Context: an optimization exercise on an open-source flow, tuned for small area, a short achievable clock period and few clock cycles per item. The choices shown serve that exercise and are no tape-out recipe. In this exercise RTL edits were held to simulation tests only and were not proved equivalent to the original. Power is estimated from default activity; no workload was simulated.

job 101:
Design MLP_RTL_IP_v1_0, start of the top module:
module MLP_RTL_IP_v1_0 (
    ACLK,
    ARESETN,
    S_AXIS_TREADY,
    S_AXIS_TDATA,
    S_AXIS_TLAST,
    S_AXIS_TVALID,
    M_AXIS_TVALID,
    M_AXIS_TDATA,
    M_AXIS_TLAST,
    M_AXIS_TREADY
);
Size: roughly 520 flip-flops, roughly 72 I/O pins, ~34000 sq um of cells after synthesis.
make LEC_CHECK=0 CAP_MARGIN=20 CORE_MARGIN=2 CORE_UTILIZATION=40 SETUP_SLACK_MARGIN=3.2 SLEW_MARGIN=20 SYNTH_HIERARCHICAL=1 SYNTH_MINIMUM_KEEP_SIZE=0 finish   # period 6.0 ns
run.sh (not shown) runs the stock make flow with config.mk's settings and CLKGATE_MAP_FILE= SYNTH_SCRIPT=/design/flow/synth_recipe.tcl, a recipe that flattens the netlist after the stock synthesis.
Testbench counts of job 101, summed over its fixed seeds: cycles 2,152, items 1,024.
Input-level comparison between job 102 and job 101:
# job 101
export LEC_CHECK = 0
export CAP_MARGIN = 20
export CORE_MARGIN = 2
export CORE_UTILIZATION = 40
export SETUP_SLACK_MARGIN = 3.2
export SLEW_MARGIN = 20
export SYNTH_HIERARCHICAL = 1
export SYNTH_MINIMUM_KEEP_SIZE = 0
create_clock -name core_clock -period 6.0 [get_ports {ACLK}]
# job 102
export LEC_CHECK = 0
export CAP_MARGIN = 20
export CORE_MARGIN = 2
export CORE_UTILIZATION = 40
export CTS_BUF_LIST = sky130_fd_sc_hd__clkbuf_16
export CTS_CLUSTER_DIAMETER = 80
export CTS_CLUSTER_SIZE = 30
export SETUP_SLACK_MARGIN = 2.8
export SLEW_MARGIN = 20
export SYNTH_HIERARCHICAL = 1
export SYNTH_MINIMUM_KEEP_SIZE = 0
create_clock -name core_clock -period 6.0 [get_ports {ACLK}]
==> notes.md <==
Between job 101 and job 102, worst setup timing slack at the placement stage is lower for job 102, job 101 comes in above that.
For the actual slew at the worst max-slew pin, job 102 came in 22 ps lower than job 101 did.
Lower layout overhead on the synthesized area among job 101 and job 102: job 102
Compare job 101 and job 102 | portion of the clock cycle consumed by the worst path in the final layout lower: job 101
Between job 101 and job 102, the net switching power of the design is lower for job 102.
For job 102, the cell with the biggest individual delay on the critical path was dfxtp_1, unlike job 101, where it was fa_1.
Share of total power in combinational logic for job 102: 0.2 points up relative to job 101
Changes observed in job 102 relative to job 101: layout buffer count excluding clock buffers shrank by 56%; cell depth of the worst flop-to-flop path now smaller; post-layout total power lower; post-layout worst setup margin moved down; hold slack higher.
For job 103, these inputs were changed with respect to job 102:
# job 102
export LEC_CHECK = 0
export CAP_MARGIN = 20
export CORE_MARGIN = 2
export CORE_UTILIZATION = 40
export CTS_BUF_LIST = sky130_fd_sc_hd__clkbuf_16
export CTS_CLUSTER_DIAMETER = 80
export CTS_CLUSTER_SIZE = 30
export SETUP_SLACK_MARGIN = 2.8
export SLEW_MARGIN = 20
export SYNTH_HIERARCHICAL = 1
export SYNTH_MINIMUM_KEEP_SIZE = 0
create_clock -name core_clock -period 6.0 [get_ports {ACLK}]
# job 103
export LEC_CHECK = 0
export CAP_MARGIN = 20
export CORE_MARGIN = 2
export CORE_UTILIZATION = 40
export CTS_BUF_LIST = sky130_fd_sc_hd__clkbuf_16
export CTS_CLUSTER_DIAMETER = 80
export CTS_CLUSTER_SIZE = 30
export SETUP_SLACK_MARGIN = 3.1
export SLEW_MARGIN = 20
export SYNTH_HIERARCHICAL = 1
export SYNTH_MINIMUM_KEEP_SIZE = 0
create_clock -name core_clock -period 6.0 [get_ports {ACLK}]
Results
- Job 103 has completed all stages; timing, DRC and antenna checks passed.
- Job 102 -> job 103: via count of the first global-routing pass increased slightly
- On share of total power in combinational logic, the higher figure sits with job 103, not job 102.
- For buffer count excluding the clock tree in the final layout, dividing the value from job 102 by the value from job 103 gives 0.70.
- On first-iteration DRC count, job 102 loses to job 103.
- The run with more routed wire is job 103, not job 102.
- Lower total power consumption of the routed design was reported by job 102, not job 103.
## Diff of input files: job 104 against job 103
# job 103
export LEC_CHECK = 0
export CAP_MARGIN = 20
export CORE_MARGIN = 2
export CORE_UTILIZATION = 40
export CTS_BUF_LIST = sky130_fd_sc_hd__clkbuf_16
export CTS_CLUSTER_DIAMETER = 80
export CTS_CLUSTER_SIZE = 30
export SETUP_SLACK_MARGIN = 3.1
export SLEW_MARGIN = 20
export SYNTH_HIERARCHICAL = 1
export SYNTH_MINIMUM_KEEP_SIZE = 0
create_clock -name core_clock -period 6.0 [get_ports {ACLK}]
# job 104
export LEC_CHECK = 0
export ABC_CLOCK_PERIOD_IN_PS = 2900
export CAP_MARGIN = 20
export CORE_MARGIN = 2
export CORE_UTILIZATION = 40
export CTS_BUF_LIST = sky130_fd_sc_hd__clkbuf_16
export CTS_CLUSTER_DIAMETER = 80
export CTS_CLUSTER_SIZE = 30
export SETUP_SLACK_MARGIN = 3.2
export SLEW_MARGIN = 20
export SYNTH_HIERARCHICAL = 1
export SYNTH_MINIMUM_KEEP_SIZE = 0
create_clock -name core_clock -period 6.0 [get_ports {ACLK}]
==> comparison <==
- Of job 103 and job 104, the lower buffer count from post-CTS setup fixing belongs to job 103.
- The part of the power in the clock network in job 104 was lower than what job 103 gave.
- When job 104 is measured against job 103, its post-layout utilization of the core turns out 1.3 points higher.
- Area share of buffers outside the clock network is lower on job 103
- [job 104] count of clock-net buffers in the final layout fell 1 relative to job 103
- Job 103 vs job 104, worst setup path startpoint: ls[6]$_DFF_P_ vs ls[2]$_DFF_P_
- Design area: lower on job 103
- Against job 103, routed wire length on met2 in job 104 rose by a few percent.
- Setup slack: job 104 more than job 103
Setup changes, job 104 to job 105
# job 104
export LEC_CHECK = 0
export ABC_CLOCK_PERIOD_IN_PS = 2900
export CAP_MARGIN = 20
export CORE_MARGIN = 2
export CORE_UTILIZATION = 40
export CTS_BUF_LIST = sky130_fd_sc_hd__clkbuf_16
export CTS_CLUSTER_DIAMETER = 80
export CTS_CLUSTER_SIZE = 30
export SETUP_SLACK_MARGIN = 3.2
export SLEW_MARGIN = 20
export SYNTH_HIERARCHICAL = 1
export SYNTH_MINIMUM_KEEP_SIZE = 0
create_clock -name core_clock -period 6.0 [get_ports {ACLK}]
# job 105
export LEC_CHECK = 0
export CAP_MARGIN = 20
export CORE_MARGIN = 2
export CORE_UTILIZATION = 40
export CTS_BUF_LIST = sky130_fd_sc_hd__clkbuf_8 sky130_fd_sc_hd__clkbuf_16
export CTS_CLUSTER_DIAMETER = 60
export CTS_CLUSTER_SIZE = 20
export SETUP_SLACK_MARGIN = 3.2
export SLEW_MARGIN = 20
export SYNTH_HIERARCHICAL = 1
export SYNTH_MINIMUM_KEEP_SIZE = 0
create_clock -name core_clock -period 6.0 [get_ports {ACLK}]
Notes after the runs:
The flow did not stop early for job 105: all stages ran, and the layout cleared the timing, DRC and antenna checks. Job 105 against job 104: post-route core utilization increased by 0.30 points relative to the old numbers, setup slack moved up, worst ir drop on vdd has increased, total power rose by about 6.5%.

what the ideal ports hide:
No port has a modelled driver above. Below, the same layouts with a new extraction and two added sets of constraints. Step 1: set_driving_cell puts a clkbuf_16 on ACLK and a buf_2 on each other input, an assumption about the parent block. Step 2 adds t to the input delays and takes it off the output delays; t is the mean of the earliest and latest rising clock arrival at the registers after step 1. Input paths then give back, and output paths get back, about the clock's delay inside the block. a / b / c = ideal / step 1 / step 2; a / b = the first two.
run | t (ns) | setup WS [ns] | worst setup path at the end
job 101 | 0.689 | 3.133 / 3.133 / 2.647 | input to register
job 102 | 0.656 | 2.889 / 2.889 / 2.317 | input to register
job 103 | 0.663 | 3.029 / 3.029 / 2.606 | input to register
job 104 | 0.661 | 3.115 / 3.115 / 2.671 | input to register
job 105 | 0.663 | 3.132 / 3.132 / 2.665 | input to register
After both steps every run listed still meets setup and hold. For job 102, which loses most, drivers alone change the setup slack by 0.000 ns; drivers and shift together by -0.572 ns.
